What follows belongs to an exercise in optimizing a design on an open flow for small area; a production flow would make more cautious choices.
The clock port is modelled as an ideal driver, which makes a skipped or thinned clock tree look cheaper than it is; a real chip needs a root buffer or a tree.
Power is estimated from default activity; no workload was simulated.

## indigo
==> module main_fpga, before the edit <==
module main_fpga (
    input clk,
    input rst,
    input btnCenter,
    input btnTop,
    input btnBottom,
    input btnLeft,
    input btnRight,
    input [15:0] sw,
    output [3:0] ssSel,
    output [7:0] ssDisp,
    output [15:0] led
);
    assign led = 16'b0000100110011001;
    reg [1:0] th;      
    reg [3:0] tu;      
    reg S;             
    reg [10:0] C;      
    reg [1:0] g;       
    localparam [10:0] T_SEED = 11'd10;
    localparam [10:0] T_MASK = 11'h3FB;
    wire P1 = ~(g[1] | g[0]);                    
    wire P2 = tu[3] & tu[1];                     
    wire th3 = th[1] & th[0];
    wire over = th3 & ~tu[3] & ~tu[2] & (tu[1] | tu[0]);    
    wire show = th3 & (tu[3] | tu[2] | tu[1] | tu[0]);      
    wire win = ~S;
    wire btn = btnCenter | btnLeft | btnRight;
    wire [1:0] n = {btnCenter | ~btnLeft, ~btnCenter};
    wire tdone = ~|(C & T_MASK);
    wire press = btn & ~P1 & ~over & (~S | P2);
    wire comp = S & ~over & tdone;
    wire timeout = over & tdone;
    wire [1:0] add = ({2{press}} & n) | ({2{comp}} & g);
    wire s0 = tu[0] ^ add[0];
    wire c0 = tu[0] & add[0];
    wire s1 = tu[1] ^ add[1] ^ c0;
    wire c1 = (tu[1] & add[1]) | (c0 & (tu[1] | add[1]));
    wire s2 = tu[2] ^ c1;
    wire c2 = tu[2] & c1;
    wire s3 = tu[3] ^ c2;
    wire carry = s3 & (s2 | s1);                 
    wire [3:0] nu = carry ? {2'b00, s2, s0} : {s3, s2, s1, s0};
    wire [1:0] nh = {th[1] ^ (th[0] & carry), th[0] ^ carry};
    always @(posedge clk) begin
        if (P1) begin
            th <= 2'd3;
            tu <= 4'd10;
        end else begin
            th <= nh;
            tu <= nu;
        end
        S <= press | (S & ~comp & ~P2);
        if (rst)
            g <= 0;
        else
            g <= (timeout & ~P1) ? 2'b00 : {g[0] | ~g[1], ~(g[1] & g[0])};
        C <= (press | comp) ? T_SEED : {C[9:0], C[10] ^ C[1]};
    end
    reg [6:0] rc;      
    reg [1:0] pos;     
    reg [3:0] code;    
    localparam [6:0] R_SEED = 7'd25;
    wire step = ~|rc[4:0];
    wire [1:0] np = {pos[0], ~pos[1]};
    reg [3:0] dg;
    always @* begin
        case (np)
            2'b00: dg = show ? (win ? 4'd6 : 4'd0) : 4'd4;
            2'b01: dg = show ? (win ? 4'd10 : 4'd0) : 4'd1;
            2'b11: dg = show ? (win ? 4'd1 : 4'd7) : {2'b00, th};
            default: dg = show ? (win ? 4'd10 : 4'd12) : tu;
        endcase
    end
    always @(posedge clk) begin
        if (rst) begin
            rc <= R_SEED;
            pos <= 0;
            code <= 4'd4;
        end else begin
            rc <= step ? R_SEED : {rc[5:0], rc[6] ^ rc[0]};
            if (step) begin
                pos <= np;
                code <= dg;
            end
        end
    end
    assign ssSel = {~pos[1] | pos[0], ~(pos[1] & pos[0]), pos[1] | ~pos[0], pos[1] | pos[0]};
    assign ssDisp[7] = 1'b1;
    assign ssDisp[0] = (~pos[1] & ~pos[0]) | (~code[3] & ~code[2] & ~code[1] & code[0]) | (~pos[1] & code[3]) | (~code[3] & code[2] & ~code[1] & ~code[0]);
    assign ssDisp[1] = (~pos[1] & ~pos[0]) | (pos[0] & code[2]) | (~pos[1] & code[0]) | (code[3] & code[2]) | (code[2] & ~code[1] & code[0]) | (code[2] & code[1] & ~code[0]);
    assign ssDisp[2] = (~pos[1] & ~pos[0] & ~code[1]) | (~code[3] & ~code[2] & code[1] & ~code[0]) | (code[3] & code[2]) | (~pos[1] & code[0]);
    assign ssDisp[3] = (~code[3] & ~code[2] & ~code[1] & code[0]) | (~code[3] & code[2] & ~code[1] & ~code[0]) | (~pos[0] & code[3] & code[1]) | (~pos[0] & code[2] & code[1] & code[0]);
    assign ssDisp[4] = (code[0]) | (~code[3] & code[2] & ~code[1]);
    assign ssDisp[5] = (~code[3] & ~code[2] & code[0]) | (pos[0] & code[1] & ~code[0]) | (~code[3] & ~code[2] & code[1]) | (~pos[1] & code[2] & ~code[1]) | (~pos[0] & code[1] & code[0]);
    assign ssDisp[6] = (~code[3] & ~code[2] & ~code[1]) | (~pos[1]) | (code[3] & code[1]) | (~pos[0] & code[2] & code[1] & code[0]);
endmodule
Settings: LEC_CHECK=0, CAP_MARGIN=20, CORE_MARGIN=2, CORE_UTILIZATION=40, SLEW_MARGIN=20; clock period 10.0 ns.
standard.sh (not shown) runs the stock make flow with config.mk's settings and CLKGATE_MAP_FILE= SYNTH_SCRIPT=/design/flow/synth_recipe.tcl, a recipe that flattens the netlist after the stock synthesis.
==> flow/flow/run.sh <==
#!/bin/bash
# Layout flow: the standard ORFS flow (standard.sh) with
#  - synthesis as standard, but ABC maps for area (flow/area.abc) and no
#    adder extraction;
#  - one tie cell for all constant outputs (flow/ties.tcl);
#  - port buffers of the smallest buffer cell;
#  - one clock buffer for the few registers in place of the H-tree
#    (flow/cts_single.tcl).
# Each tool's output goes to the ORFS logs under orfs/logs and to *.log here.
set -euo pipefail
W=$(pwd)
F=$W/flow

# synthesis script: ORFS synth.tcl with its abc call using flow/area.abc
sed -e "s#log_cmd abc {\*}\$abc_args#log_cmd abc -script $F/area.abc {*}\$lib_args {*}\$lib_dont_use_args#" \
  "$FLOW_HOME/scripts/synth.tcl" > "$W/synth_area.tcl"
grep -q "area.abc" "$W/synth_area.tcl"
sed -e "s#\$::env(SCRIPTS_DIR)/synth.tcl#$W/synth_area.tcl#" synth_recipe.tcl > "$W/synth_recipe_area.tcl"
grep -q "synth_area.tcl" "$W/synth_recipe_area.tcl"

ARGS=(
  SYNTH_SCRIPT="$W/synth_recipe_area.tcl"
  ADDER_MAP_FILE=
  POST_FLOORPLAN_TCL="$F/ties.tcl"
  BUFFER_PORTS_ARGS="-buffer_cell sky130_fd_sc_hd__buf_1"
  PRE_CTS_TCL="$F/cts_single.tcl"
)
bash standard.sh "${ARGS[@]}" finish > "$W/standard_finish.log" 2>&1
Other scripts of this flow, unchanged in this note and not shown: flow/flow/area.abc, flow/flow/cts_single.tcl, flow/flow/ties.tcl
diff inputs: indigo => fjord
==> flow/design.v <==
`timescale 1ns / 1ps
module main_fpga (
    input clk,
    input rst,
    input btnCenter,
    input btnTop,
    input btnBottom,
    input btnLeft,
    input btnRight,
    input [15:0] sw,
    output [3:0] ssSel,
    output [7:0] ssDisp,
    output [15:0] led
);
    assign led = 16'b0000100110011001;
    reg [1:0] th;      
    reg [3:0] tu;      
    reg S;             
    reg [10:0] C;      
    reg [1:0] g;       
    localparam [10:0] T_SEED = 11'd10;
    localparam [10:0] T_MASK = 11'h3FB;
    wire P1 = ~(g[1] | g[0]);                    
    wire P2 = tu[3] & tu[1];                     
    wire th3 = th[1] & th[0];
    wire over = th3 & ~tu[3] & ~tu[2] & (tu[1] | tu[0]);    
    wire show = th3 & (tu[3] | tu[2] | tu[1] | tu[0]);      
    wire win = ~S;
    wire btn = btnCenter | btnLeft | btnRight;
    wire [1:0] n = {btnCenter | ~btnLeft, ~btnCenter};
    wire tdone = ~|(C & T_MASK);
    wire press = btn & ~P1 & ~over & (~S | P2);
    wire comp = S & ~over & tdone;
    wire timeout = over & tdone;
    wire [1:0] add = ({2{press}} & n) | ({2{comp}} & g);
    wire s0 = tu[0] ^ add[0];
    wire c0 = tu[0] & add[0];
    wire s1 = tu[1] ^ add[1] ^ c0;
    wire c1 = (tu[1] & add[1]) | (c0 & (tu[1] | add[1]));
    wire s2 = tu[2] ^ c1;
    wire c2 = tu[2] & c1;
    wire s3 = tu[3] ^ c2;
    wire carry = s3 & (s2 | s1);                 
    wire [3:0] nu = carry ? {2'b00, s2, s0} : {s3, s2, s1, s0};
    wire [1:0] nh = {th[1] ^ (th[0] & carry), th[0] ^ carry};
    always @(posedge clk) begin
        if (P1) begin
            th <= 2'd3;
            tu <= 4'd10;
        end else begin
            th <= nh;
            tu <= nu;
        end
        S <= press | (S & ~comp & ~P2);
        if (rst)
            g <= 0;
        else
            g <= (timeout & ~P1) ? 2'b00 : {g[0] | ~g[1], ~(g[1] & g[0])};
        C <= (press | comp) ? T_SEED : {C[9:0], C[10] ^ C[1]};
    end
    localparam [1:0] G0O = 2'd3;
    localparam [1:0] G0W = 2'd0;
    localparam [1:0] G0L = 2'd2;
    localparam [1:0] G1O = 2'd1;
    localparam [1:0] G1W = 2'd0;
    localparam [1:0] G1L = 2'd2;
    localparam [2:0] G2L = 3'd5;
    localparam [3:0] G3W = 4'd12;
    localparam [3:0] G3L = 4'd14;
    reg [6:0] rc;      
    reg [4:0] J;       
    localparam [6:0] R_SEED = 7'd25;
    wire step = ~|rc[4:0];
    wire d3 = J[4];
    wire d2 = ~J[4] & J[3];
    wire d1 = ~J[4] & ~J[3] & J[2];
    wire d0 = ~J[4] & ~J[3] & ~J[2];
    reg [4:0] nj;
    always @* begin
        if (d0)
            nj = {3'b001, show ? (win ? G1W : G1L) : G1O};
        else if (d1)
            nj = {2'b01, show ? (win ? 3'd1 : G2L) : {1'b0, th}};
        else if (d2)
            nj = {1'b1, show ? (win ? G3W : G3L) : tu};
        else
            nj = {3'b000, show ? (win ? G0W : G0L) : G0O};
    end
    always @(posedge clk) begin
        if (rst) begin
            rc <= R_SEED;
            J <= {3'b000, G0O};
        end else begin
            rc <= step ? R_SEED : {rc[5:0], rc[6] ^ rc[0]};
            if (step)
                J <= nj;
        end
    end
    assign ssSel = {~d3, ~d2, ~d1, ~d0};
    assign ssDisp[7] = 1'b1;
    assign ssDisp[0] = (~J[4] & ~J[3] & ~J[2]) | (~J[4] & ~J[3] & ~J[1]) | (~J[3] & J[2] & ~J[1] & ~J[0]) | (~J[4] & ~J[2] & ~J[1] & J[0]) | (~J[3] & ~J[2] & ~J[1] & J[0]);
    assign ssDisp[1] = (J[2] & ~J[1] & J[0]) | (~J[4] & ~J[3] & ~J[2]) | (J[4] & J[2] & J[1] & ~J[0]);
    assign ssDisp[2] = (~J[2] & J[1] & ~J[0]) | (~J[4] & ~J[3] & J[0]) | (J[4] & J[3] & J[1]);
    assign ssDisp[3] = (~J[4] & ~J[3] & J[0]) | (J[4] & J[2] & ~J[1] & ~J[0]) | (J[2] & J[1] & J[0]) | (~J[4] & ~J[2] & ~J[1] & J[0]) | (~J[3] & ~J[2] & ~J[1] & J[0]);
    assign ssDisp[4] = (J[0]) | (J[4] & ~J[3] & J[2] & ~J[1]);
    assign ssDisp[5] = (J[1] & J[0]) | (~J[4] & ~J[3] & J[2] & ~J[1]) | (~J[4] & J[3] & J[1]) | (~J[3] & ~J[2] & J[0]) | (J[4] & ~J[2] & J[1]) | (~J[4] & ~J[2] & J[0]);
    assign ssDisp[6] = (~J[4] & ~J[3]) | (~J[4] & ~J[2] & ~J[1]) | (~J[3] & ~J[2] & ~J[1]) | (J[2] & J[1] & J[0]) | (J[4] & J[3] & J[2] & ~J[1]);
endmodule
- indigo ended up with more cell instances than fjord did.
- Re count of cells resized by post-cts repair: no difference whatsoever between indigo and fjord.
- Relative to indigo, fjord degrades total routed wirelength.
- From indigo to fjord the numbers moved as follows: minimum clock period after layout up 210 ps, proportion of power drawn by combinational gates flat, met3 wire length up 22%.
Function was not checked in any run of this note: the RTL went through the layout flow alone. In every run of this note, the design's own scripts or RTL, not TritonCTS, make the clock network.

what the ideal ports hide:
How much do the figures lean on ideal ports? The routed layouts below were timed once more, with nothing changed but the port constraints.
Step 1 (the two cells are an assumption about what drives the block):
set clk [get_ports {clk}]
set_driving_cell -lib_cell sky130_fd_sc_hd__clkbuf_16 $clk
set_driving_cell -lib_cell sky130_fd_sc_hd__buf_2 [delete_from_list [all_inputs] $clk]
Step 2 adds t to the input delays and takes it off the output delays; t is the mean of the earliest and latest rising clock arrival at the registers after step 1. Input paths then give back, and output paths get back, about the clock's delay inside the block.
a / b / c = ideal / step 1 / step 2; a / b = the first two.
run	shift t [ns]	setup slack, ns	clock arrival spread, ns
indigo	0.200	6.282 / 6.287 / 6.087	0.003 / 0.003
fjord	0.199	6.074 / 6.077 / 5.878	0.004 / 0.004
After both steps every run listed still meets setup and hold. For fjord, which loses most, drivers alone change the setup slack by +0.003 ns; drivers and shift together by -0.196 ns.
